From an optimization exercise on the open Yosys and OpenROAD flow, aimed at small area; shortcuts taken in it are not production practice.
Function was checked by simulation only, so behaviour that the tests miss may differ from the original.
Power is estimated from default activity; no workload was simulated.

==> flow/design.v <==
module songrom_g(x0, x1, x2, x3, x4, x5, x6, x7, z0, z1, z2, z3, z4);
  input x0;
  wire x0;
  input x1;
  wire x1;
  input x2;
  wire x2;
  input x3;
  wire x3;
  input x4;
  wire x4;
  input x5;
  wire x5;
  input x6;
  wire x6;
  input x7;
  wire x7;
  output z0;
  wire z0;
  output z1;
  wire z1;
  output z2;
  wire z2;
  output z3;
  wire z3;
  output z4;
  wire z4;
  wire _0000_;
  wire _0001_;
  wire _0002_;
  wire _0003_;
  wire _0004_;
  wire _0005_;
  wire _0006_;
  wire _0007_;
  wire _0008_;
  wire _0009_;
  wire _0010_;
  wire _0011_;
  wire _0012_;
  wire _0013_;
  wire _0014_;
  wire _0015_;
  wire _0016_;
  wire _0017_;
  wire _0018_;
  wire _0019_;
  wire _0020_;
  wire _0021_;
  wire _0022_;
  wire _0023_;
  wire _0024_;
  wire _0025_;
  wire _0026_;
  wire _0027_;
  wire _0028_;
  wire _0029_;
  wire _0030_;
  wire _0031_;
  wire _0032_;
  wire _0033_;
  wire _0034_;
  wire _0035_;
  wire _0036_;
  wire _0037_;
  wire _0038_;
  wire _0039_;
  wire _0040_;
  wire _0041_;
  wire _0042_;
  wire _0043_;
  wire _0044_;
  wire _0045_;
  wire _0046_;
  wire _0047_;
  wire _0048_;
  wire _0049_;
  wire _0050_;
  wire _0051_;
  wire _0052_;
  wire _0053_;
  wire _0054_;
  wire _0055_;
  wire _0056_;
  wire _0057_;
  wire _0058_;
  wire _0059_;
  wire _0060_;
  wire _0061_;
  wire _0062_;
  wire _0063_;
  wire _0064_;
  wire _0065_;
  wire _0066_;
  wire _0067_;
  wire _0068_;
  wire _0069_;
  wire _0070_;
  wire _0071_;
  wire _0072_;
  wire _0073_;
  wire _0074_;
  wire _0075_;
  wire _0076_;
  wire _0077_;
  wire _0078_;
  wire _0079_;
  wire _0080_;
  wire _0081_;
  wire _0082_;
  wire _0083_;
  wire _0084_;
  wire _0085_;
  wire _0086_;
  wire _0087_;
  wire _0088_;
  wire _0089_;
  wire _0090_;
  wire _0091_;
  wire _0092_;
  wire _0093_;
  wire _0094_;
  wire _0095_;
  wire _0096_;
  wire _0097_;
  wire _0098_;
  wire _0099_;
  wire _0100_;
  wire _0101_;
  wire _0102_;
  wire _0103_;
  wire _0104_;
  wire _0105_;
  wire _0106_;
  wire _0107_;
  wire _0108_;
  wire _0109_;
  wire _0110_;
  wire _0111_;
  wire _0112_;
  wire _0113_;
  wire _0114_;
  wire _0115_;
  wire _0116_;
  wire _0117_;
  wire _0118_;
  wire _0119_;
  wire _0120_;
  wire _0121_;
  wire _0122_;
  wire _0123_;
  wire _0124_;
  wire _0125_;
  wire _0126_;
  wire _0127_;
  wire _0128_;
  wire _0129_;
  wire _0130_;
  wire _0131_;
  wire _0132_;
  wire _0133_;
  wire _0134_;
  wire _0135_;
  wire _0136_;
  wire _0137_;
  wire _0138_;
  wire _0139_;
  wire _0140_;
  wire _0141_;
  wire _0142_;
  wire _0143_;
  wire _0144_;
  wire _0145_;
  wire _0146_;
  wire _0147_;
  wire _0148_;
  wire _0149_;
  wire _0150_;
  wire _0151_;
  wire _0152_;
  wire _0153_;
  wire _0154_;
  wire _0155_;
  wire _0156_;
  wire _0157_;
  wire _0158_;
  wire _0159_;
  wire _0160_;
  wire _0161_;
  wire _0162_;
  wire _0163_;
  wire _0164_;
  wire _0165_;
  wire _0166_;
  wire _0167_;
  wire _0168_;
  wire _0169_;
  wire _0170_;
  wire _0171_;
  wire _0172_;
  wire _0173_;
  wire _0174_;
  wire _0175_;
  wire _0176_;
  wire _0177_;
  wire _0178_;
  wire _0179_;
  wire _0180_;
  wire _0181_;
  wire _0182_;
  wire _0183_;
  wire _0184_;
  wire _0185_;
  wire _0186_;
  wire _0187_;
  wire _0188_;
  wire _0189_;
  wire _0190_;
  wire _0191_;
  wire _0192_;
  wire _0193_;
  wire _0194_;
  wire _0195_;
  wire _0196_;
  wire _0197_;
  wire _0198_;
  wire _0199_;
  wire _0200_;
  wire _0201_;
  wire _0202_;
  wire _0203_;
  wire _0204_;
  wire _0205_;
  wire _0206_;
  wire _0207_;
  wire _0208_;
  wire _0209_;
  wire _0210_;
  wire _0211_;
  wire _0212_;
  wire _0213_;
  wire _0214_;
  wire _0215_;
  wire _0216_;
  wire _0217_;
  wire _0218_;
  wire _0219_;
  wire _0220_;
  wire _0221_;
  wire _0222_;
  wire _0223_;
  wire _0224_;
  wire _0225_;
  wire _0226_;
  wire _0227_;
  wire _0228_;
  wire _0229_;
  wire _0230_;
  wire _0231_;
  wire _0232_;
  wire _0233_;
  wire _0234_;
  wire _0235_;
  wire _0236_;
  wire _0237_;
  wire _0238_;
  wire _0239_;
  wire _0240_;
  wire _0241_;
  wire _0242_;
  wire _0243_;
  wire _0244_;
  wire _0245_;
  wire _0246_;
  wire _0247_;
  wire _0248_;
  wire _0249_;
  wire _0250_;
  wire _0251_;
  wire _0252_;
  wire _0253_;
  wire _0254_;
  wire _0255_;
  wire _0256_;
  wire _0257_;
  wire _0258_;
  wire _0259_;
  wire _0260_;
  wire _0261_;
  wire _0262_;
  wire _0263_;
  wire _0264_;
  wire _0265_;
  wire _0266_;
  wire _0267_;
  wire _0268_;
  wire _0269_;
  wire _0270_;
  wire _0271_;
  wire _0272_;
  wire _0273_;
  wire _0274_;
  wire _0275_;
  wire _0276_;
  wire _0277_;
  wire _0278_;
  wire _0279_;
  wire _0280_;
  wire _0281_;
  wire _0282_;
  wire _0283_;
  wire _0284_;
  wire _0285_;
  wire _0286_;
  wire _0287_;
  wire _0288_;
  wire _0289_;
  wire _0290_;
  wire _0291_;
  wire _0292_;
  wire _0293_;
  wire _0294_;
  wire _0295_;
  wire _0296_;
  wire _0297_;
  wire _0298_;
  wire _0299_;
  wire _0300_;
  wire _0301_;
  wire _0302_;
  wire _0303_;
  wire _0304_;
  wire _0305_;
  wire _0306_;
  wire _0307_;
  wire _0308_;
  wire _0309_;
  wire _0310_;
  wire _0311_;
  wire _0312_;
  wire _0313_;
  wire _0314_;
  wire _0315_;
  wire _0316_;
  wire _0317_;
  wire _0318_;
  wire _0319_;
  wire _0320_;
  wire _0321_;
  wire _0322_;
  wire _0323_;
  wire _0324_;
  wire _0325_;
  wire _0326_;
  wire _0327_;
  wire _0328_;
  wire _0329_;
  wire _0330_;
  wire _0331_;
  wire _0332_;
  wire _0333_;
  wire _0334_;
  wire _0335_;
  wire _0336_;
  wire _0337_;
  wire _0338_;
  wire _0339_;
  wire _0340_;
  wire _0341_;
  wire _0342_;
  wire _0343_;
  wire _0344_;
  wire _0345_;
  wire _0346_;
  wire _0347_;
  wire _0348_;
  wire _0349_;
  wire _0350_;
  wire _0351_;
  wire _0352_;
  wire _0353_;
  wire _0354_;
  wire _0355_;
  wire _0356_;
  wire _0357_;
  wire _0358_;
  wire _0359_;
  wire _0360_;
  wire _0361_;
  wire _0362_;
  wire _0363_;
  wire _0364_;
  wire _0365_;
  wire _0366_;
  wire _0367_;
  wire _0368_;
  wire _0369_;
  wire _0370_;
  wire _0371_;
  wire _0372_;
  wire _0373_;
  wire _0374_;
  wire _0375_;
  wire _0376_;
  wire _0377_;
  wire _0378_;
  wire _0379_;
  wire _0380_;
  wire _0381_;
  wire _0382_;
  wire _0383_;
  wire _0384_;
  wire _0385_;
  wire _0386_;
  wire _0387_;
  wire _0388_;
  wire _0389_;
  wire _0390_;
  wire _0391_;
  wire _0392_;
  wire _0393_;
  wire _0394_;
  wire _0395_;
  wire _0396_;
  wire _0397_;
  wire _0398_;
  wire _0399_;
  wire _0400_;
  wire _0401_;
  wire _0402_;
  wire _0403_;
  wire _0404_;
  wire _0405_;
  wire _0406_;
  wire _0407_;
  wire _0408_;
  wire _0409_;
  wire _0410_;
  wire _0411_;
  wire _0412_;
  wire _0413_;
  wire _0414_;
  wire _0415_;
  wire _0416_;
  wire _0417_;
  wire _0418_;
  wire _0419_;
  wire _0420_;
  wire _0421_;
  wire _0422_;
  wire _0423_;
  wire _0424_;
  wire _0425_;
  wire _0426_;
  wire _0427_;
  wire _0428_;
  wire _0429_;
  wire _0430_;
  wire _0431_;
  wire _0432_;
  wire _0433_;
  wire _0434_;
  wire _0435_;
  wire _0436_;
  wire _0437_;
  wire _0438_;
  wire _0439_;
  wire _0440_;
  wire _0441_;
  wire _0442_;
  wire _0443_;
  wire _0444_;
  wire _0445_;
  wire _0446_;
  wire _0447_;
  wire _0448_;
  wire _0449_;
  wire _0450_;
  wire _0451_;
  wire _0452_;
  wire _0453_;
  wire _0454_;
  wire _0455_;
  wire _0456_;
  wire _0457_;
  wire _0458_;
  wire _0459_;
  wire _0460_;
  wire _0461_;
  wire _0462_;
  wire _0463_;
  wire _0464_;
  wire _0465_;
  wire _0466_;
  wire _0467_;
  wire _0468_;
  wire _0469_;
  wire _0470_;
  wire _0471_;
  wire _0472_;
  wire _0473_;
  wire _0474_;
  wire _0475_;
  wire _0476_;
  wire _0477_;
  wire _0478_;
  wire _0479_;
  wire _0480_;
  wire _0481_;
  wire _0482_;
  wire _0483_;
  wire _0484_;
  wire _0485_;
  wire _0486_;
  wire _0487_;
  wire _0488_;
  wire _0489_;
  wire _0490_;
  wire _0491_;
  wire _0492_;
  wire _0493_;
  wire _0494_;
  wire _0495_;
  wire _0496_;
  wire _0497_;
  wire _0498_;
  wire _0499_;
  wire _0500_;
  wire _0501_;
  wire _0502_;
  wire _0503_;
  wire _0504_;
  wire _0505_;
  wire _0506_;
  wire _0507_;
  wire _0508_;
  wire _0509_;
  wire _0510_;
  wire _0511_;
  wire _0512_;
  wire _0513_;
  wire _0514_;
  wire _0515_;
  wire _0516_;
  wire _0517_;
  wire _0518_;
  wire _0519_;
  wire _0520_;
  assign _0084_ = ~x2;
  assign _0085_ = ~x4;
  assign _0068_ = _0103_ & _0104_;
  assign _0103_ = ~_0084_;
  assign _0104_ = ~_0085_;
  assign _0081_ = ~x5;
  assign _0070_ = _0105_ & _0106_;
  assign _0105_ = ~_0084_;
  assign _0106_ = ~_0081_;
  assign _0079_ = ~x6;
  assign _0075_ = _0107_ & _0108_;
  assign _0107_ = ~_0085_;
  assign _0108_ = ~_0079_;
  assign _0077_ = _0109_ | _0110_;
  assign _0109_ = ~x5;
  assign _0110_ = ~_0079_;
  assign _0076_ = _0111_ & _0112_;
  assign _0111_ = ~x4;
  assign _0112_ = ~_0077_;
  assign _0074_ = _0113_ & _0114_;
  assign _0113_ = ~_0075_;
  assign _0114_ = ~_0076_;
  assign _0071_ = _0115_ | _0116_;
  assign _0115_ = ~x3;
  assign _0116_ = ~_0074_;
  assign _0069_ = _0117_ & _0118_;
  assign _0117_ = ~_0070_;
  assign _0118_ = ~_0071_;
  assign _0004_ = _0119_ | _0120_;
  assign _0119_ = ~_0068_;
  assign _0120_ = ~_0069_;
  assign _0066_ = ~x3;
  assign _0067_ = ~x7;
  assign _0048_ = _0121_ & _0122_;
  assign _0121_ = ~_0066_;
  assign _0122_ = ~_0067_;
  assign _0065_ = ~_0070_;
  assign _0049_ = _0123_ & _0124_;
  assign _0123_ = ~_0079_;
  assign _0124_ = ~_0065_;
  assign _0128_ = _0125_ & _0126_;
  assign _0057_ = _0128_ | _0127_;
  assign _0125_ = ~_0081_;
  assign _0126_ = ~_0067_;
  assign _0127_ = ~x6;
  assign _0059_ = _0129_ & _0130_;
  assign _0129_ = ~x5;
  assign _0130_ = ~x7;
  assign _0061_ = _0131_ & _0132_;
  assign _0131_ = ~_0084_;
  assign _0132_ = ~_0066_;
  assign _0060_ = _0133_ & _0134_;
  assign _0133_ = ~_0085_;
  assign _0134_ = ~_0061_;
  assign _0138_ = _0135_ & _0136_;
  assign _0058_ = _0138_ | _0137_;
  assign _0135_ = ~x2;
  assign _0136_ = ~_0059_;
  assign _0137_ = ~_0060_;
  assign _0050_ = _0139_ & _0140_;
  assign _0139_ = ~_0057_;
  assign _0140_ = ~_0058_;
  assign _0052_ = ~_0076_;
  assign _0054_ = ~_0075_;
  assign _0145_ = _0141_ | _0142_;
  assign _0146_ = _0145_ | _0143_;
  assign _0053_ = _0146_ | _0144_;
  assign _0141_ = ~_0066_;
  assign _0142_ = ~_0054_;
  assign _0143_ = ~x7;
  assign _0144_ = ~_0077_;
  assign _0151_ = _0147_ & _0148_;
  assign _0152_ = _0151_ | _0149_;
  assign _0051_ = _0152_ | _0150_;
  assign _0147_ = ~x7;
  assign _0148_ = ~_0052_;
  assign _0149_ = ~x0;
  assign _0150_ = ~_0053_;
  assign _0159_ = _0153_ & _0154_;
  assign _0160_ = _0159_ & _0155_;
  assign _0161_ = _0156_ & _0157_;
  assign _0162_ = _0161_ & _0158_;
  assign _0005_ = _0160_ | _0162_;
  assign _0153_ = ~_0048_;
  assign _0154_ = ~_0050_;
  assign _0155_ = ~_0051_;
  assign _0156_ = ~_0049_;
  assign _0157_ = ~_0050_;
  assign _0158_ = ~_0051_;
  assign _0046_ = _0163_ & _0164_;
  assign _0163_ = ~x4;
  assign _0164_ = ~x6;
  assign _0044_ = ~_0046_;
  assign _0045_ = _0165_ & _0166_;
  assign _0165_ = ~x5;
  assign _0166_ = ~_0067_;
  assign _0041_ = _0167_ | _0168_;
  assign _0167_ = ~_0044_;
  assign _0168_ = ~_0045_;
  assign _0028_ = _0169_ | _0170_;
  assign _0169_ = ~_0074_;
  assign _0170_ = ~_0041_;
  assign _0038_ = _0171_ & _0172_;
  assign _0171_ = ~_0067_;
  assign _0172_ = ~_0077_;
  assign _0030_ = ~_0038_;
  assign _0031_ = ~x0;
  assign _0176_ = _0173_ & _0174_;
  assign _0032_ = _0176_ | _0175_;
  assign _0173_ = ~_0045_;
  assign _0174_ = ~_0070_;
  assign _0175_ = ~_0075_;
  assign _0035_ = ~x1;
  assign _0180_ = _0177_ | _0178_;
  assign _0036_ = _0180_ | _0179_;
  assign _0177_ = ~_0085_;
  assign _0178_ = ~_0081_;
  assign _0179_ = ~_0041_;
  assign _0033_ = _0181_ | _0182_;
  assign _0181_ = ~_0035_;
  assign _0182_ = ~_0036_;
  assign _0188_ = _0183_ & _0184_;
  assign _0189_ = _0188_ | _0185_;
  assign _0190_ = _0189_ | _0186_;
  assign _0029_ = _0190_ | _0187_;
  assign _0183_ = ~_0060_;
  assign _0184_ = ~_0030_;
  assign _0185_ = ~_0031_;
  assign _0186_ = ~_0032_;
  assign _0187_ = ~_0033_;
  assign _0195_ = _0191_ & _0192_;
  assign _0196_ = _0193_ & _0194_;
  assign _0007_ = _0195_ | _0196_;
  assign _0191_ = ~_0066_;
  assign _0192_ = ~_0029_;
  assign _0193_ = ~_0028_;
  assign _0194_ = ~_0029_;
  assign _0201_ = _0197_ | _0198_;
  assign _0202_ = _0201_ | _0199_;
  assign _0026_ = _0202_ | _0200_;
  assign _0197_ = ~x5;
  assign _0198_ = ~_0067_;
  assign _0199_ = ~_0084_;
  assign _0200_ = ~_0085_;
  assign _0206_ = _0203_ & _0204_;
  assign _0011_ = _0206_ | _0205_;
  assign _0203_ = ~_0079_;
  assign _0204_ = ~_0026_;
  assign _0205_ = ~_0035_;
  assign _0016_ = _0207_ & _0208_;
  assign _0207_ = ~x2;
  assign _0208_ = ~_0079_;
  assign _0020_ = _0209_ & _0210_;
  assign _0209_ = ~_0066_;
  assign _0210_ = ~_0081_;
  assign _0021_ = _0211_ & _0212_;
  assign _0211_ = ~_0061_;
  assign _0212_ = ~_0068_;
  assign _0019_ = _0213_ & _0214_;
  assign _0213_ = ~_0020_;
  assign _0214_ = ~_0021_;
  assign _0018_ = _0215_ & _0216_;
  assign _0215_ = ~_0085_;
  assign _0216_ = ~_0019_;
  assign _0223_ = _0217_ & _0218_;
  assign _0224_ = _0223_ & _0219_;
  assign _0225_ = _0220_ & _0221_;
  assign _0226_ = _0225_ & _0222_;
  assign _0012_ = _0224_ | _0226_;
  assign _0217_ = ~x5;
  assign _0218_ = ~x0;
  assign _0219_ = ~_0018_;
  assign _0220_ = ~_0016_;
  assign _0221_ = ~x0;
  assign _0222_ = ~_0018_;
  assign _0008_ = _0227_ & _0228_;
  assign _0227_ = ~_0011_;
  assign _0228_ = ~_0012_;
  assign _0006_ = _0229_ & _0230_;
  assign _0229_ = ~_0007_;
  assign _0230_ = ~_0008_;
  assign _0235_ = _0231_ & _0232_;
  assign _0236_ = _0233_ & _0234_;
  assign z0 = _0235_ | _0236_;
  assign _0231_ = ~_0004_;
  assign _0232_ = ~_0006_;
  assign _0233_ = ~_0005_;
  assign _0234_ = ~_0006_;
  assign _0241_ = _0237_ | _0238_;
  assign _0242_ = _0241_ | _0239_;
  assign _0091_ = _0242_ | _0240_;
  assign _0237_ = ~x5;
  assign _0238_ = ~_0067_;
  assign _0239_ = ~_0066_;
  assign _0240_ = ~_0054_;
  assign _0002_ = _0243_ & _0244_;
  assign _0243_ = ~x7;
  assign _0244_ = ~_0054_;
  assign _0094_ = _0245_ & _0246_;
  assign _0245_ = ~_0046_;
  assign _0246_ = ~_0002_;
  assign _0250_ = _0247_ & _0248_;
  assign _0000_ = _0250_ & _0249_;
  assign _0247_ = ~_0081_;
  assign _0248_ = ~_0067_;
  assign _0249_ = ~_0085_;
  assign _0256_ = _0251_ & _0252_;
  assign _0257_ = _0253_ & _0254_;
  assign _0258_ = _0256_ | _0257_;
  assign _0095_ = _0258_ | _0255_;
  assign _0251_ = ~_0059_;
  assign _0252_ = ~_0000_;
  assign _0253_ = ~_0084_;
  assign _0254_ = ~x6;
  assign _0255_ = ~_0066_;
  assign _0096_ = _0259_ & _0260_;
  assign _0259_ = ~_0031_;
  assign _0260_ = ~x1;
  assign _0264_ = _0261_ & _0262_;
  assign _0097_ = _0264_ & _0263_;
  assign _0261_ = ~x0;
  assign _0262_ = ~_0035_;
  assign _0263_ = ~_0054_;
  assign _0269_ = _0265_ & _0266_;
  assign _0270_ = _0267_ & _0268_;
  assign _0092_ = _0269_ | _0270_;
  assign _0265_ = ~_0096_;
  assign _0266_ = ~_0097_;
  assign _0267_ = ~_0094_;
  assign _0268_ = ~_0095_;
  assign _0273_ = _0271_ & _0272_;
  assign _0024_ = _0273_ | _0092_;
  assign _0271_ = ~_0019_;
  assign _0272_ = ~_0091_;
  assign _0277_ = _0274_ & _0275_;
  assign _0082_ = _0277_ | _0276_;
  assign _0274_ = ~x1;
  assign _0275_ = ~_0002_;
  assign _0276_ = ~_0071_;
  assign _0072_ = _0278_ | _0279_;
  assign _0278_ = ~_0041_;
  assign _0279_ = ~_0082_;
  assign _0039_ = _0280_ & _0281_;
  assign _0280_ = ~_0019_;
  assign _0281_ = ~_0049_;
  assign _0055_ = ~_0072_;
  assign _0284_ = _0282_ & _0283_;
  assign _0056_ = _0284_ | _0011_;
  assign _0282_ = ~x2;
  assign _0283_ = ~_0044_;
  assign _0290_ = _0285_ & _0286_;
  assign _0291_ = _0287_ & _0288_;
  assign _0292_ = _0290_ | _0291_;
  assign _0040_ = _0292_ | _0289_;
  assign _0285_ = ~_0029_;
  assign _0286_ = ~_0055_;
  assign _0287_ = ~_0085_;
  assign _0288_ = ~_0065_;
  assign _0289_ = ~_0056_;
  assign _0297_ = _0293_ & _0294_;
  assign _0298_ = _0297_ | _0295_;
  assign _0013_ = _0298_ | _0296_;
  assign _0293_ = ~_0072_;
  assign _0294_ = ~_0039_;
  assign _0295_ = ~_0031_;
  assign _0296_ = ~_0040_;
  assign _0009_ = _0299_ & _0300_;
  assign _0299_ = ~x3;
  assign _0300_ = ~_0068_;
  assign _0301_ = _0066_ | _0081_;
  assign _0022_ = _0301_ | _0057_;
  assign _0307_ = _0302_ & _0303_;
  assign _0308_ = _0307_ & _0304_;
  assign _0309_ = _0308_ | _0305_;
  assign _0001_ = _0309_ | _0306_;
  assign _0302_ = ~_0077_;
  assign _0303_ = ~_0061_;
  assign _0304_ = ~_0009_;
  assign _0305_ = ~_0091_;
  assign _0306_ = ~_0022_;
  assign _0015_ = _0310_ | _0311_;
  assign _0310_ = ~x0;
  assign _0311_ = ~_0001_;
  assign _0316_ = _0312_ & _0313_;
  assign _0317_ = _0314_ & _0315_;
  assign _0089_ = _0316_ | _0317_;
  assign _0312_ = ~_0084_;
  assign _0313_ = ~x0;
  assign _0314_ = ~x7;
  assign _0315_ = ~x0;
  assign _0017_ = _0318_ & _0319_;
  assign _0318_ = ~x2;
  assign _0319_ = ~x7;
  assign _0003_ = _0320_ & _0321_;
  assign _0320_ = ~_0085_;
  assign _0321_ = ~_0020_;
  assign _0325_ = _0322_ & _0323_;
  assign _0073_ = _0325_ | _0324_;
  assign _0322_ = ~x6;
  assign _0323_ = ~_0017_;
  assign _0324_ = ~_0003_;
  assign _0338_ = _0326_ & _0327_;
  assign _0339_ = _0328_ & _0329_;
  assign _0340_ = _0330_ & _0331_;
  assign _0341_ = _0332_ & _0333_;
  assign _0342_ = _0334_ & _0335_;
  assign _0343_ = _0336_ & _0337_;
  assign _0344_ = _0338_ | _0339_;
  assign _0345_ = _0344_ | _0340_;
  assign _0346_ = _0345_ | _0341_;
  assign _0347_ = _0346_ | _0342_;
  assign _0088_ = _0347_ | _0343_;
  assign _0326_ = ~x5;
  assign _0327_ = ~_0077_;
  assign _0328_ = ~x5;
  assign _0329_ = ~_0073_;
  assign _0330_ = ~_0067_;
  assign _0331_ = ~_0077_;
  assign _0332_ = ~_0060_;
  assign _0333_ = ~_0077_;
  assign _0334_ = ~_0067_;
  assign _0335_ = ~_0073_;
  assign _0336_ = ~_0060_;
  assign _0337_ = ~_0073_;
  assign _0351_ = _0348_ & _0349_;
  assign _0014_ = _0351_ | _0350_;
  assign _0348_ = ~_0016_;
  assign _0349_ = ~_0089_;
  assign _0350_ = ~_0088_;
  assign _0364_ = _0352_ & _0353_;
  assign _0365_ = _0364_ & _0354_;
  assign _0366_ = _0355_ & _0356_;
  assign _0367_ = _0366_ & _0357_;
  assign _0368_ = _0358_ & _0359_;
  assign _0369_ = _0368_ & _0360_;
  assign _0370_ = _0361_ & _0362_;
  assign _0371_ = _0370_ & _0363_;
  assign _0372_ = _0365_ | _0367_;
  assign _0373_ = _0372_ | _0369_;
  assign _0010_ = _0373_ | _0371_;
  assign _0352_ = ~_0066_;
  assign _0353_ = ~x3;
  assign _0354_ = ~_0021_;
  assign _0355_ = ~_0066_;
  assign _0356_ = ~x4;
  assign _0357_ = ~_0021_;
  assign _0358_ = ~x5;
  assign _0359_ = ~x3;
  assign _0360_ = ~_0021_;
  assign _0361_ = ~x5;
  assign _0362_ = ~x4;
  assign _0363_ = ~_0021_;
  assign _0380_ = _0374_ & _0375_;
  assign _0381_ = _0376_ & _0377_;
  assign _0382_ = _0378_ & _0379_;
  assign _0383_ = _0380_ | _0381_;
  assign _0023_ = _0383_ | _0382_;
  assign _0374_ = ~_0015_;
  assign _0375_ = ~_0010_;
  assign _0376_ = ~_0014_;
  assign _0377_ = ~_0010_;
  assign _0378_ = ~_0013_;
  assign _0379_ = ~_0010_;
  assign _0384_ = _0024_ & x1;
  assign _0385_ = _0013_ & x1;
  assign _0386_ = _0024_ & _0023_;
  assign _0387_ = _0013_ & _0023_;
  assign _0388_ = _0384_ | _0385_;
  assign _0389_ = _0388_ | _0386_;
  assign _0025_ = _0389_ | _0387_;
  assign z1 = _0390_ & _0391_;
  assign _0390_ = ~z0;
  assign _0391_ = ~_0025_;
  assign _0027_ = _0392_ & _0393_;
  assign _0392_ = ~_0084_;
  assign _0393_ = ~_0074_;
  assign _0034_ = _0394_ & _0395_;
  assign _0394_ = ~_0069_;
  assign _0395_ = ~_0027_;
  assign _0043_ = _0396_ & _0397_;
  assign _0396_ = ~_0067_;
  assign _0397_ = ~_0034_;
  assign _0037_ = _0398_ | _0399_;
  assign _0398_ = ~_0068_;
  assign _0399_ = ~_0059_;
  assign _0405_ = _0400_ & _0401_;
  assign _0406_ = _0405_ | _0402_;
  assign _0407_ = _0406_ | _0403_;
  assign _0042_ = _0407_ | _0404_;
  assign _0400_ = ~x3;
  assign _0401_ = ~_0052_;
  assign _0402_ = ~_0022_;
  assign _0403_ = ~_0037_;
  assign _0404_ = ~_0095_;
  assign _0047_ = _0408_ & _0409_;
  assign _0408_ = ~_0043_;
  assign _0409_ = ~_0042_;
  assign _0414_ = _0410_ & _0411_;
  assign _0415_ = _0414_ & _0412_;
  assign z2 = _0415_ | _0413_;
  assign _0410_ = ~_0011_;
  assign _0411_ = ~_0012_;
  assign _0412_ = ~_0047_;
  assign _0413_ = ~_0013_;
  assign _0064_ = ~_0007_;
  assign _0062_ = _0416_ & _0417_;
  assign _0416_ = ~x5;
  assign _0417_ = ~_0079_;
  assign _0418_ = x3 & _0011_;
  assign _0419_ = x3 & _0068_;
  assign _0420_ = _0062_ & _0011_;
  assign _0421_ = _0038_ & _0011_;
  assign _0422_ = _0062_ & _0068_;
  assign _0423_ = _0038_ & _0068_;
  assign _0424_ = _0418_ | _0419_;
  assign _0425_ = _0424_ | _0420_;
  assign _0426_ = _0425_ | _0421_;
  assign _0427_ = _0426_ | _0422_;
  assign _0063_ = _0427_ | _0423_;
  assign _0432_ = _0428_ & _0429_;
  assign _0433_ = _0430_ & _0431_;
  assign z3 = _0432_ | _0433_;
  assign _0428_ = ~_0024_;
  assign _0429_ = ~_0063_;
  assign _0430_ = ~_0064_;
  assign _0431_ = ~_0040_;
  assign _0438_ = _0434_ & _0435_;
  assign _0439_ = _0436_ & _0437_;
  assign _0087_ = _0438_ | _0439_;
  assign _0434_ = ~_0068_;
  assign _0435_ = ~_0062_;
  assign _0436_ = ~_0059_;
  assign _0437_ = ~_0062_;
  assign _0078_ = _0440_ | _0441_;
  assign _0440_ = ~_0084_;
  assign _0441_ = ~_0085_;
  assign _0446_ = _0442_ & _0443_;
  assign _0447_ = _0444_ & _0445_;
  assign _0080_ = _0446_ | _0447_;
  assign _0442_ = ~_0081_;
  assign _0443_ = ~_0054_;
  assign _0444_ = ~x5;
  assign _0445_ = ~_0078_;
  assign _0083_ = _0448_ & _0449_;
  assign _0448_ = ~_0027_;
  assign _0449_ = ~_0080_;
  assign _0450_ = _0067_ & _0026_;
  assign _0451_ = _0083_ & _0026_;
  assign _0086_ = _0450_ | _0451_;
  assign _0456_ = _0452_ & _0453_;
  assign _0457_ = _0454_ & _0455_;
  assign _0090_ = _0456_ | _0457_;
  assign _0452_ = ~x1;
  assign _0453_ = ~_0086_;
  assign _0454_ = ~_0028_;
  assign _0455_ = ~_0087_;
  assign _0458_ = x1 & _0088_;
  assign _0101_ = _0458_ | _0090_;
  assign _0093_ = _0459_ | _0460_;
  assign _0459_ = ~_0035_;
  assign _0460_ = ~_0068_;
  assign _0464_ = _0461_ & _0462_;
  assign _0100_ = _0464_ | _0463_;
  assign _0461_ = ~_0078_;
  assign _0462_ = ~_0051_;
  assign _0463_ = ~_0093_;
  assign _0468_ = _0465_ & _0466_;
  assign _0099_ = _0468_ | _0467_;
  assign _0465_ = ~x3;
  assign _0466_ = ~_0081_;
  assign _0467_ = ~_0092_;
  assign _0473_ = _0469_ & _0470_;
  assign _0474_ = _0471_ & _0472_;
  assign _0098_ = _0473_ | _0474_;
  assign _0469_ = ~_0088_;
  assign _0470_ = ~_0090_;
  assign _0471_ = ~_0068_;
  assign _0472_ = ~_0048_;
  assign _0499_ = _0475_ & _0476_;
  assign _0500_ = _0499_ & _0477_;
  assign _0501_ = _0478_ & _0479_;
  assign _0502_ = _0501_ & _0480_;
  assign _0503_ = _0481_ & _0482_;
  assign _0504_ = _0503_ & _0483_;
  assign _0505_ = _0484_ & _0485_;
  assign _0506_ = _0505_ & _0486_;
  assign _0507_ = _0487_ & _0488_;
  assign _0508_ = _0507_ & _0489_;
  assign _0509_ = _0490_ & _0491_;
  assign _0510_ = _0509_ & _0492_;
  assign _0511_ = _0493_ & _0494_;
  assign _0512_ = _0511_ & _0495_;
  assign _0513_ = _0496_ & _0497_;
  assign _0514_ = _0513_ & _0498_;
  assign _0515_ = _0500_ | _0502_;
  assign _0516_ = _0515_ | _0504_;
  assign _0517_ = _0516_ | _0506_;
  assign _0518_ = _0517_ | _0508_;
  assign _0519_ = _0518_ | _0510_;
  assign _0520_ = _0519_ | _0512_;
  assign _0102_ = _0520_ | _0514_;
  assign _0475_ = ~_0031_;
  assign _0476_ = ~_0100_;
  assign _0477_ = ~_0096_;
  assign _0478_ = ~_0031_;
  assign _0479_ = ~_0100_;
  assign _0480_ = ~_0098_;
  assign _0481_ = ~_0031_;
  assign _0482_ = ~_0099_;
  assign _0483_ = ~_0096_;
  assign _0484_ = ~_0101_;
  assign _0485_ = ~_0100_;
  assign _0486_ = ~_0096_;
  assign _0487_ = ~_0031_;
  assign _0488_ = ~_0099_;
  assign _0489_ = ~_0098_;
  assign _0490_ = ~_0101_;
  assign _0491_ = ~_0100_;
  assign _0492_ = ~_0098_;
  assign _0493_ = ~_0101_;
  assign _0494_ = ~_0099_;
  assign _0495_ = ~_0096_;
  assign _0496_ = ~_0101_;
  assign _0497_ = ~_0099_;
  assign _0498_ = ~_0098_;
  assign z4 = ~_0102_;
endmodule
module songrom(a, y);
input [7:0] a;
output [4:0] y;
songrom_g g(.x0(a[7]), .x1(a[6]), .x2(a[5]), .x3(a[4]), .x4(a[3]), .x5(a[2]), .x6(a[1]), .x7(a[0]), .z0(y[4]), .z1(y[3]), .z2(y[2]), .z3(y[1]), .z4(y[0]));
endmodule
module musicbox(clk, rst, buzz);
input clk;
input rst;
output reg buzz;
reg [7:0] pos;     
reg gap;           
reg [14:0] cnt;    
reg [7:0] bcnt;    
wire [3:0] code;   
wire last;         
wire [4:0] rom;
songrom r(.a(pos), .y(rom));
assign {code,last} = rom;
wire tb = ~gap & (cnt[0] & ~cnt[1] & ~cnt[2] & cnt[4] & cnt[5] & ~cnt[6] & cnt[7] & cnt[8] & cnt[9] & cnt[10] & cnt[11] & cnt[12] & cnt[13] & cnt[14]);    
wire tg = gap & (~cnt[3] & cnt[5] & cnt[6] & ~cnt[7] & cnt[8] & cnt[9] & cnt[10] & cnt[11]);     
wire wrap = ~gap & (pos[1] & pos[2] & pos[6] & pos[7]);
wire clr = rst | tb | tg | wrap;
wire pclr = rst | wrap;
wire silent = gap | (code == 4'd0);
wire bterm = (~bcnt[0] & bcnt[1] & bcnt[2] & ~bcnt[3] & ~bcnt[5] & ~bcnt[6] & bcnt[7]);    
reg [7:0] bstart;   
always @(*) begin
  case(code)
    4'd1: bstart = 8'd0;
    4'd2: bstart = 8'd19;
    4'd3: bstart = 8'd147;
    4'd4: bstart = 8'd5;
    4'd5: bstart = 8'd78;
    4'd6: bstart = 8'd94;
    4'd7: bstart = 8'd205;
    4'd8: bstart = 8'd154;
    4'd9: bstart = 8'd235;
    4'd10: bstart = 8'd173;
    default: bstart = 8'd0;
  endcase
end
always @(posedge clk) begin
  cnt <= clr ? 15'd0 : {cnt[13:0] ^ 14'd16383, (cnt[14] ^ cnt[0])};
  gap <= ~rst & (gap ? ~tg : (tb & last));
  pos <= pclr ? 8'd0 : pos + {7'd0, tb};
  bcnt <= pclr ? 8'd235 : (silent | bterm) ? bstart : {bcnt[6:0] ^ 7'd127, (bcnt[7] ^ bcnt[2])};
  buzz <= ~(rst | silent) & (buzz ^ bterm);
end
endmodule
==> flow/flow/run.sh <==
#!/bin/bash
# Own layout flow: the standard synthesis, then the combinational logic between the
# standard synthesis's registers is re-mapped with stronger ABC area scripts (the registers,
# their instance names and cell types stay as the standard synthesis made them), then the standard flow's
# standard layout from floorplan to finish. Each tool writes its full output to a log here.
set -euo pipefail
HERE=$(pwd)
YOSYS=${YOSYS_EXE:-/OpenROAD-flow-scripts/tools/install/yosys/bin/yosys}
LIB=$FLOW_HOME/platforms/sky130hd/lib/sky130_fd_sc_hd__tt_025C_1v80.lib
R=$HERE/orfs/results/sky130hd/musicbox/base
T=${RESYN_T:-45}

bash standard.sh synth > $HERE/flow_synth.log 2>&1
cp $R/1_2_yosys.v $HERE/std_synth.v

DU=""
for c in $(grep -o 'sky130_fd_sc_hd__\(probe\|lpflow\)[a-z0-9_]*' $FLOW_HOME/platforms/sky130hd/config.mk | sort -u); do DU="$DU -dont_use $c"; done
SEQ=$(echo $(grep -o 'sky130_fd_sc_hd__[a-z0-9_]*' $HERE/std_synth.v | sort -u | grep -E '__(df|edf|sdf|dl|sedf|conb)' || true))

SEEDS=(27 1 34 40 5 15 19 46)
N=${#SEEDS[@]}
for i in $(seq 0 $((N-1))); do
  echo "strash; dc2; &get -n; &deepsyn -T $T -S ${SEEDS[$i]}; &put; strash; amap; topo" > $HERE/resynth_$i.abc
  cat > $HERE/resynth_$i.ys <<EOS
read_liberty -ignore_miss_func $LIB
read_verilog $HERE/std_synth.v
hierarchy -top musicbox
setattr -mod -set keep_hierarchy 1 $SEQ
flatten
opt_clean
abc -liberty $LIB $DU -script $HERE/resynth_$i.abc
opt_clean -purge
rename -hide w:*.*
select musicbox
tee -o $HERE/resynth_$i.stat stat -liberty $LIB
write_verilog -noattr -noexpr -selected $HERE/resynth_$i.v
EOS
done
for i in $(seq 0 $((N-1))); do
  ( $YOSYS -s $HERE/resynth_$i.ys > $HERE/flow_resynth_$i.log 2>&1 || true ) &
  if (( (i+1) % ${NUM_CORES:-4} == 0 )); then wait; fi
done
wait
BEST=""; BA=""
for i in $(seq 0 $((N-1))); do
  A=$(grep -h "Chip area for" $HERE/resynth_$i.stat 2>/dev/null | tail -1 | awk '{print $NF}')
  echo "script $i: area ${A:-failed}" >> $HERE/resynth_choice.log
  if [[ -n "$A" && -s $HERE/resynth_$i.v ]]; then
    if [[ -z "$BA" ]] || awk "BEGIN{exit !($A < $BA)}"; then BA=$A; BEST=$i; fi
  fi
done
STD=$(grep -h "Chip area" $HERE/orfs/reports/sky130hd/musicbox/base/synth_stat.txt | tail -1 | awk '{print $NF}')
echo "standard synthesis: $STD; best: ${BEST:-none} $BA" >> $HERE/resynth_choice.log
if [[ -n "$BEST" ]] && awk "BEGIN{exit !($BA < $STD)}"; then
  cp $HERE/resynth_$BEST.v $R/1_2_yosys.v
  rm -f $R/1_synth.odb $R/1_synth.sdc
fi
# extra ORFS variables for the layout steps, one VAR=value per line (e.g. CTS_ARGS)
EXTRA=()
if [[ -f $HERE/flow/extra_vars.txt ]]; then
  while IFS= read -r line; do [[ -n "$line" ]] && EXTRA+=("$line"); done < $HERE/flow/extra_vars.txt
fi
bash standard.sh "${EXTRA[@]}" finish > $HERE/flow_finish.log 2>&1
==> flow/flow/extra_vars.txt <==
CTS_ARGS=-repair_clock_nets -dont_use_dummy_load -buf_list sky130_fd_sc_hd__clkbuf_4 -root_buf sky130_fd_sc_hd__clkbuf_4 -sink_clustering_enable -sink_clustering_size 12 -sink_clustering_max_diameter 100
BUFFER_PORTS_ARGS=-buffer_cell sky130_fd_sc_hd__buf_1
==> flow/standard.sh <==
#!/bin/bash
# synth_recipe.tcl (not shown) runs the flow's synth.tcl, then flattens the netlist and writes it again
# the make line also repeats each setting of config.mk as NAME=value (left out here)
make -C /OpenROAD-flow-scripts/flow DESIGN_CONFIG=/design/flow/config.mk WORK_HOME=/design/flow/orfs CLKGATE_MAP_FILE= SYNTH_SCRIPT=/design/flow/synth_recipe.tcl "${@:-finish}"
==> flow/config.mk <==
export PLATFORM = sky130hd
export DESIGN_NAME = musicbox
export DESIGN_NICKNAME = musicbox
export VERILOG_FILES = /design/flow/design.v
export SDC_FILE = /design/flow/constraint.sdc
export NUM_CORES = 4
export LEC_CHECK = 0
export ABC_AREA = 1
export CAP_MARGIN = 20
export CORE_AREA = 2 2 62 62
export DIE_AREA = 0 0 64 64
export SLEW_MARGIN = 20
==> flow/constraint.sdc <==
create_clock -name core_clock -period 100.0 [get_ports {clk}]
set_input_delay 20.0000 -clock core_clock [delete_from_list [all_inputs] [get_ports {clk}]]
set_output_delay 20.0000 -clock core_clock [all_outputs]
set_load 0.01 [all_outputs]
==> run summary <==
cts hold-fix bufs: 0
Min-Delay Path Class: flop to flop
Clock Latency Late Sink: 0.33 ns
Routed WL: 4.40 mm
syn_nets: 225
Setup-failing EPs final: 0
Num CTS Buffers: 5
YS warnings: 1
crit path kind: input pin to flop
crit end category: flop
# clock sinks: 33
buffers added on ports: 2
family with the most delay on the worst path: buffers and inverters
vias in the first global route: 1642
slowest cell on the critical path: clkinv_1
Netlist Area Pre-Place: 1630 um2
die width: 64 um
CP Buf/Inv Count: 2
Hold Violations, Final: 0
unrepaired setup endpoints after global routing: no
commonest cells after routing, fill and taps aside: 61 x nor2_1, 33 x dfxtp_1, 26 x clkinv_1, 19 x o21ai_0, 14 x nand2_1
CTS tree: yes
Initial DRT Pass Iterations: 4
starting density of the core: 48.0%
actual slew at the worst max-slew pin: 0.525 ns
Die ar.: 4100 um2
post-CTS setup buffer count: 0
Die H: 64 um
highest metal used: met4
outcome: timing/DRC/antenna clean
Initial DRC Count: 156
M1 WL: 1.87 mm
largest net degree at the start of global routing: 16
fmax: 47.7 MHz
layout cells sized above 1: 2.17%
via/cell ratio: 6.18
startpoint types: input pin
Antenna Cells: 0
global-route wire length before repair: 7.53 mm
Residual DRC: 0
row cnt: 21
Slew HR: 64.6%
Area Growth Syn to Fin: 6.30%
post-synthesis cell count: 223
initial antenna violation count: 0
nets: 234
worst clock skew: 0.0137 ns
root buf cell: clkbuf_4
syn avg cell area: 7.30 um2
Slowest Stage Delay on Critical Path: 0.34 ns
Routed Antenna Nets: 0
Post-DP HPWL: 3.35 mm
Peak VDD IR: 0.00965 mV
Worst EP required: 100.21 ns
P_leak: 0.581 nW
Clk pin slew, worst setup/hold paths: 0.09 ns
met3 WL: 271 um
part of the cycle the worst path needs: 21.0%
cells along the critical path: buf_1 -> nor2_1 -> clkinv_1 -> a31oi_1 -> o21ai_0
Gates resized, CTS repair: 0
most common cell after layout, fill and taps aside: nor2_1
crit path max fanout: 10
CTS H-tree depth: 2
via count: 1705
setup_tns: 0 ns
crit path time final: 20.95 ns
Core Box Area: 3390 um2
GP Congestion: 1.03
Longest Clk Path Bufs: 2
Worst Path Arrival: 21.16 ns
max-cap violations: 0
pwr/cell area: 12.1 nW/um2
GR Overflow Total: 0
GRT Util Overall: 23.7%
I/O pin count: 3
wire per inst: 15.9 um
Final Max Tran Viols: 0
Met2 Wirelength: 2.09 mm
Design Area, Final: 1730 um2
DP Area: 1690 um2
[stage by stage]
step / total power, mW / std cells / hold WS [ns] / worst slack [ns] / util, %
finish: 0.0209 / 276 / 0.415 / 79.05 / 51.1
global route: 0.0221 / 276 / 0.425 / 78.92 / 51.1
CTS: 0.0212 / 276 / 0.417 / 79.08 / 51.1
detailed placement: 0.0151 / 271 / 0.398 / 78.75 / 49.9
global placement: 0.0151 / 271 / 0.398 / 78.83 / 49.9
floorplan: 0.0148 / 223 / 0.384 / 79.12 / -
[path summary, 6_finish.rpt]
path	start	end	slack, ns	cells past startpoint
hold / removal	cnt[5]	cnt[6]	0.41	1
setup / recovery	rst	bcnt[6]	79.05	5
setup reg to reg	pos[3]	bcnt[0]	95.24	20
hold reg to reg	cnt[5]	cnt[6]	0.41	1
[power breakdown]
group / internal (mW) / switching [mW]
Combinational: 0.000300 / 0.000414
Sequential: 0.0138 / 0.000337
Clock: 0.00234 / 0.00378
[routing by layer]
layer	global-route usage (%)	vias up
met1	28.1	803
met4	15.2	0
met2	39.1	65
li1	-	821
met3	4.58	16
met5	0	-
[worst reg2reg max path, cell delays in order, from the launching register on]
cell and delay [ns]:
dfxtp_1 0.59, clkinv_1 0.23, nor2_1 0.28, clkinv_1 0.25, o21ai_0 0.17, nand3_1 0.18, o221a_1 0.26, o21ai_0 0.31
a222oi_1 0.12, o22ai_1 0.32, a221oi_1 0.12, o21ai_0 0.40, clkinv_1 0.18, nand2_1 0.14, o21bai_1 0.10, nor2_1 0.25
clkinv_1 0.26, nand2_1 0.15, nor2_1 0.05, nor2_1 0.13, o221ai_1 0.14
[final cells by class]
type | instances | area, um2
clock buffers | 5 | 37.5
fillers | 335 | 1660
inverters | 26 | 97.6
multi-input cells | 164 | 870
flip-flops and latches | 33 | 661
well taps | 46 | 57.6
repair buffers | 2 | 7.51
[flip-flops by register name (all words and copies together) (netlist names)]
register	count
cnt	15
bcnt	8
pos	8
buzz	1
gap	1

## re-timing with driven ports
No port has a modelled driver above. Below, the same layout with a new extraction and two added sets of constraints. Step 1 sets driving cells, clkbuf_16 on the clock port and buf_2 on the other inputs (assumed; they add their load-dependent delay and slew). Step 2 moves the port delays by t, midway between the first and last clock arrival at a register: inputs arrive t later, outputs are due t later. That takes back most of the time a late clock gives input paths. Slacks: ideal ports / drivers / drivers and shift; pairs: ideal ports / drivers.
shift t [ns]: 0.341
setup WS [ns]: 79.049 / 79.051 / 78.711
hold slack, ns: 0.415 / 0.415 / 0.415
clock arrival spread, ns: 0.014 / 0.013
After both steps setup and hold are still met in this run. For this run, drivers alone change the setup slack by +0.002 ns; drivers and shift together by -0.338 ns.
